Background: an optimization exercise with open tools, aiming at small area. Do not read the settings as production practice.
RTL that was checked went through simulation tests only; none was proved equivalent to the original.
Power figures rest on the tool's default switching activity, not on a simulated workload.

Setup of run R:
==> module rf_read_bit31, before the edit <==
module rf_read_bit31 (
    input  [31:1] sel,
    input  [31:1] d,
    output        y
);
    wire [10:0] n;
    genvar g;
    generate
        for (g = 0; g < 10; g = g + 1) begin : grp
            rf_aoi222 u (.a1(sel[3*g+1]), .a2(d[3*g+1]),
                         .b1(sel[3*g+2]), .b2(d[3*g+2]),
                         .c1(sel[3*g+3]), .c2(d[3*g+3]), .y(n[g]));
        end
    endgenerate
    rf_nand2 u_31 (.a(sel[31]), .b(d[31]), .y(n[10]));
    assign y = ~&n;
endmodule
==> module rv16_core, before the edit <==
module rv16_core (
    input         clk,
    input         rst,
    output [15:0] imem_addr,
    input  [31:0] imem_rdata,
    output [15:0] dmem_addr,
    output [15:0] dmem_wdata,
    output        dmem_we,
    output        dmem_re,
    input  [15:0] dmem_rdata
);
    wire [31:0] i = imem_rdata;
    wire [4:0]  rd  = i[11:7];
    wire [2:0]  f3  = i[14:12];
    wire [4:0]  rs1 = i[19:15];
    wire [4:0]  rs2 = i[24:20];
    wire op_r   = i[6:0] == 7'b0110011;
    wire op_i   = i[6:0] == 7'b0010011;
    wire op_ld  = i[6:0] == 7'b0000011;
    wire op_st  = i[6:0] == 7'b0100011;
    wire op_br  = i[6:0] == 7'b1100011;
    wire op_jal = i[6:0] == 7'b1101111;
    reg  [15:1] pc;
    reg  [15:0] rf [1:31];
    wire [15:0] a, b;
    wire [31:1] sel_a0, sel_a1, sel_b0, sel_b1, we0, we1;
    wire [3:0] lo_a_n, lo_b_n, lo_w_n;
    wire [7:0] hi_a_n, hi_b_n, hi_w_n;
    wire       wen;
    genvar gk, gj;
    generate
        for (gk = 0; gk < 4; gk = gk + 1) begin : pdl
            assign lo_a_n[gk] = ~(rs1[1:0] == gk);
            assign lo_b_n[gk] = ~(rs2[1:0] == gk);
            assign lo_w_n[gk] = ~(rd[1:0] == gk);
        end
        for (gk = 0; gk < 8; gk = gk + 1) begin : pdh
            assign hi_a_n[gk] = ~(rs1[4:2] == gk && !op_jal);
            assign hi_b_n[gk] = ~(rs2[4:2] == gk);
            assign hi_w_n[gk] = ~(rd[4:2] == gk && wen);
        end
        for (gk = 1; gk < 32; gk = gk + 1) begin : dec
            c_nor2 ua0 (.a(hi_a_n[gk/4]), .b(lo_a_n[gk%4]), .y(sel_a0[gk]));
            c_nor2 ua1 (.a(hi_a_n[gk/4]), .b(lo_a_n[gk%4]), .y(sel_a1[gk]));
            c_nor2 ub0 (.a(hi_b_n[gk/4]), .b(lo_b_n[gk%4]), .y(sel_b0[gk]));
            c_nor2 ub1 (.a(hi_b_n[gk/4]), .b(lo_b_n[gk%4]), .y(sel_b1[gk]));
            c_nor2 uw0 (.a(hi_w_n[gk/4]), .b(lo_w_n[gk%4]), .y(we0[gk]));
            c_nor2 uw1 (.a(hi_w_n[gk/4]), .b(lo_w_n[gk%4]), .y(we1[gk]));
        end
        for (gj = 0; gj < 16; gj = gj + 1) begin : rbit
            wire [31:0] col_a, col_b;
            assign col_a[0] = 1'b0;
            assign col_b[0] = 1'b0;
            for (gk = 1; gk < 32; gk = gk + 1) begin : c
                assign col_a[gk] = rf[gk][gj];
                assign col_b[gk] = rf[gk][gj];
            end
            wire [31:0] da = {col_a[31:1], gj == 0 ? 1'b0 : pc[gj]};
            wire [31:0] sa = {gj < 8 ? sel_a0 : sel_a1, op_jal};
            rf_read_bit ua (.sel(sa), .d(da), .y(a[gj]));
            rf_read_bit31 ub (.sel(gj < 8 ? sel_b0 : sel_b1), .d(col_b[31:1]), .y(b[gj]));
        end
    endgenerate
    wire [15:0] imm_i = {{4{i[31]}}, i[31:20]};
    wire [15:0] imm_s = {{4{i[31]}}, i[31:25], i[11:7]};
    wire [15:0] imm_b = {{4{i[31]}}, i[7], i[30:25], i[11:8], 1'b0};
    wire [15:0] imm_j = {i[15:12], i[20], i[30:21], 1'b0};
    wire [15:0] opb = (op_r | op_br) ? b :
                      op_st  ? imm_s :
                      op_jal ? 16'd4 : imm_i;
    wire        arith = op_r | op_i;
    wire        sub   = arith & f3[0] & ~f3[1];
    wire [15:0] sum, wd;
    wire        eq;
    wire        nl = ~op_ld;
    alu u_alu (
        .a(a), .b(opb), .sub(sub),
        .s_sum(nl & (op_jal | (f3[2:1] == 2'b00))),
        .s_g  (nl & !op_jal && (f3 == 3'd2 || f3 == 3'd3)),
        .s_p  (nl & !op_jal && (f3 == 3'd3 || f3 == 3'd4)),
        .s_ltu(nl & !op_jal && f3 == 3'd5),
        .ld(op_ld), .ld_data(dmem_rdata),
        .sum(sum), .wd(wd), .eq(eq)
    );
    wire        taken  = op_jal | (op_br & (eq ^ f3[0]));
    wire [15:1] offs   = taken ? (op_jal ? imm_j[15:1] : imm_b[15:1]) : 15'd2;
    wire [15:1] pc_nxt = pc + offs;
    assign      wen = (arith | op_ld | op_jal) & ~rst;
    integer k;
    always @(posedge clk) begin
        for (k = 1; k < 32; k = k + 1) begin
            if (we0[k]) rf[k][7:0]  <= wd[7:0];
            if (we1[k]) rf[k][15:8] <= wd[15:8];
        end
        pc <= rst ? 15'd0 : pc_nxt;
    end
    assign imem_addr  = {pc, 1'b0};
    assign dmem_addr  = sum;
    assign dmem_wdata = b;
    assign dmem_we    = op_st;
    assign dmem_re    = op_ld;
endmodule
Settings: LEC_CHECK=0, CAP_MARGIN=20, CORE_MARGIN=2, CORE_UTILIZATION=40, CTS_CLUSTER_DIAMETER=100, CTS_CLUSTER_SIZE=30, SLEW_MARGIN=20, SYNTH_HIERARCHICAL=1, SYNTH_MINIMUM_KEEP_SIZE=0; clock period 11.0 ns.
standard.sh (not shown) runs the stock make flow with config.mk's settings and CLKGATE_MAP_FILE= SYNTH_SCRIPT=/design/flow/synth_recipe.tcl, a recipe that flattens the netlist after the stock synthesis.
==> flow/flow/run.sh <==
#!/bin/bash
# The standard layout, with the smallest buffer on the ports.
set -euo pipefail
bash standard.sh BUFFER_PORTS_ARGS="-buffer_cell sky130_fd_sc_hd__buf_1" finish > make.log 2>&1
Changes in run Z relative to run R:
--- a/flow/design.v
+++ b/flow/design.v
@@ -82,27 +82,10 @@
     endgenerate
     rf_nand2 u_30 (.a(sel[30]), .b(d[30]), .y(n[10]));
     rf_nand2 u_31 (.a(sel[31]), .b(d[31]), .y(n[11]));
     assign y = ~&n;
 endmodule
-module rf_read_bit31 (
-    input  [31:1] sel,
-    input  [31:1] d,
-    output        y
-);
-    wire [10:0] n;
-    genvar g;
-    generate
-        for (g = 0; g < 10; g = g + 1) begin : grp
-            rf_aoi222 u (.a1(sel[3*g+1]), .a2(d[3*g+1]),
-                         .b1(sel[3*g+2]), .b2(d[3*g+2]),
-                         .c1(sel[3*g+3]), .c2(d[3*g+3]), .y(n[g]));
-        end
-    endgenerate
-    rf_nand2 u_31 (.a(sel[31]), .b(d[31]), .y(n[10]));
-    assign y = ~&n;
-endmodule
 module rv16_core (
     input         clk,
     input         rst,
     output [15:0] imem_addr,
     input  [31:0] imem_rdata,
@@ -124,46 +107,31 @@
     wire op_br  = i[6:0] == 7'b1100011;
     wire op_jal = i[6:0] == 7'b1101111;
     reg  [15:1] pc;
     reg  [15:0] rf [1:31];
     wire [15:0] a, b;
-    wire [31:1] sel_a0, sel_a1, sel_b0, sel_b1, we0, we1;
-    wire [3:0] lo_a_n, lo_b_n, lo_w_n;
-    wire [7:0] hi_a_n, hi_b_n, hi_w_n;
-    wire       wen;
+    wire [31:0] sel_a, sel_b;
+    assign sel_a[0] = 1'b0;
+    assign sel_b[0] = 1'b0;
     genvar gk, gj;
     generate
-        for (gk = 0; gk < 4; gk = gk + 1) begin : pdl
-            assign lo_a_n[gk] = ~(rs1[1:0] == gk);
-            assign lo_b_n[gk] = ~(rs2[1:0] == gk);
-            assign lo_w_n[gk] = ~(rd[1:0] == gk);
-        end
-        for (gk = 0; gk < 8; gk = gk + 1) begin : pdh
-            assign hi_a_n[gk] = ~(rs1[4:2] == gk && !op_jal);
-            assign hi_b_n[gk] = ~(rs2[4:2] == gk);
-            assign hi_w_n[gk] = ~(rd[4:2] == gk && wen);
-        end
         for (gk = 1; gk < 32; gk = gk + 1) begin : dec
-            c_nor2 ua0 (.a(hi_a_n[gk/4]), .b(lo_a_n[gk%4]), .y(sel_a0[gk]));
-            c_nor2 ua1 (.a(hi_a_n[gk/4]), .b(lo_a_n[gk%4]), .y(sel_a1[gk]));
-            c_nor2 ub0 (.a(hi_b_n[gk/4]), .b(lo_b_n[gk%4]), .y(sel_b0[gk]));
-            c_nor2 ub1 (.a(hi_b_n[gk/4]), .b(lo_b_n[gk%4]), .y(sel_b1[gk]));
-            c_nor2 uw0 (.a(hi_w_n[gk/4]), .b(lo_w_n[gk%4]), .y(we0[gk]));
-            c_nor2 uw1 (.a(hi_w_n[gk/4]), .b(lo_w_n[gk%4]), .y(we1[gk]));
+            assign sel_a[gk] = rs1 == gk && !op_jal;
+            assign sel_b[gk] = rs2 == gk;
         end
         for (gj = 0; gj < 16; gj = gj + 1) begin : rbit
             wire [31:0] col_a, col_b;
             assign col_a[0] = 1'b0;
             assign col_b[0] = 1'b0;
             for (gk = 1; gk < 32; gk = gk + 1) begin : c
                 assign col_a[gk] = rf[gk][gj];
                 assign col_b[gk] = rf[gk][gj];
             end
             wire [31:0] da = {col_a[31:1], gj == 0 ? 1'b0 : pc[gj]};
-            wire [31:0] sa = {gj < 8 ? sel_a0 : sel_a1, op_jal};
+            wire [31:0] sa = {sel_a[31:1], op_jal};
             rf_read_bit ua (.sel(sa), .d(da), .y(a[gj]));
-            rf_read_bit31 ub (.sel(gj < 8 ? sel_b0 : sel_b1), .d(col_b[31:1]), .y(b[gj]));
+            rf_read_bit ub (.sel(sel_b), .d(col_b), .y(b[gj]));
         end
     endgenerate
     wire [15:0] imm_i = {{4{i[31]}}, i[31:20]};
     wire [15:0] imm_s = {{4{i[31]}}, i[31:25], i[11:7]};
     wire [15:0] imm_b = {{4{i[31]}}, i[7], i[30:25], i[11:8], 1'b0};
@@ -186,17 +154,15 @@
         .sum(sum), .wd(wd), .eq(eq)
     );
     wire        taken  = op_jal | (op_br & (eq ^ f3[0]));
     wire [15:1] offs   = taken ? (op_jal ? imm_j[15:1] : imm_b[15:1]) : 15'd2;
     wire [15:1] pc_nxt = pc + offs;
-    assign      wen = (arith | op_ld | op_jal) & ~rst;
+    wire        wen = (arith | op_ld | op_jal) & ~rst;
     integer k;
     always @(posedge clk) begin
-        for (k = 1; k < 32; k = k + 1) begin
-            if (we0[k]) rf[k][7:0]  <= wd[7:0];
-            if (we1[k]) rf[k][15:8] <= wd[15:8];
-        end
+        for (k = 1; k < 32; k = k + 1)
+            if (wen && rd == k) rf[k] <= wd;
         pc <= rst ? 15'd0 : pc_nxt;
     end
     assign imem_addr  = {pc, 1'b0};
     assign dmem_addr  = sum;
     assign dmem_wdata = b;
## What came out
- Run Z against run R: worst hold-check slack higher, power went up about 0.6%, part of the Yosys area used for sequential elements rose 0.40 points, final layout net count +32, post-synthesis simple-gate area fraction dropped 0.92 points.
- Compare run Z and run R | total of fill cells in the finished design lower: run Z
- Relative to run R, run Z improves final wirelength.
- Against run R, run Z reports a count of non-CTS buffers in the layout that is higher.
- Final clock period utilization by the worst path, run Z and run R, higher one = run R.
For run R, only the layout was checked, not whether the RTL still works.

[separate check: timing with driven ports]
The flow's constraints put no driver on any port. The routed layouts listed below were extracted and timed again, unchanged, in two steps.
Step 1 assumes that a clkbuf_16 drives the clock port and a buf_2 every other input.
Step 2, shift: input delay + t, output delay - t, t = (earliest + latest rising clock arrival at the registers) / 2. This alone moves slack from input paths to output paths.
Three values: ideal ports, drivers, drivers and shift; two values: the first two.
| run | shift t [ns] | setup WS [ns] | hold WS [ns] | worst setup path after step 2 |
|---|---|---|---|---|
| run R | 0.635 | 0.444 / 0.380 / 0.380 | 0.666 / 0.666 / 0.666 | input to output |
| run Z | 0.639 | 0.591 / 0.563 / 0.563 | 0.694 / 0.694 / 0.694 | input to output |
After both steps setup and hold are still met in every run listed. The setup slack of run R, which loses most, moves by -0.064 ns with the drivers and by -0.064 ns with both steps.
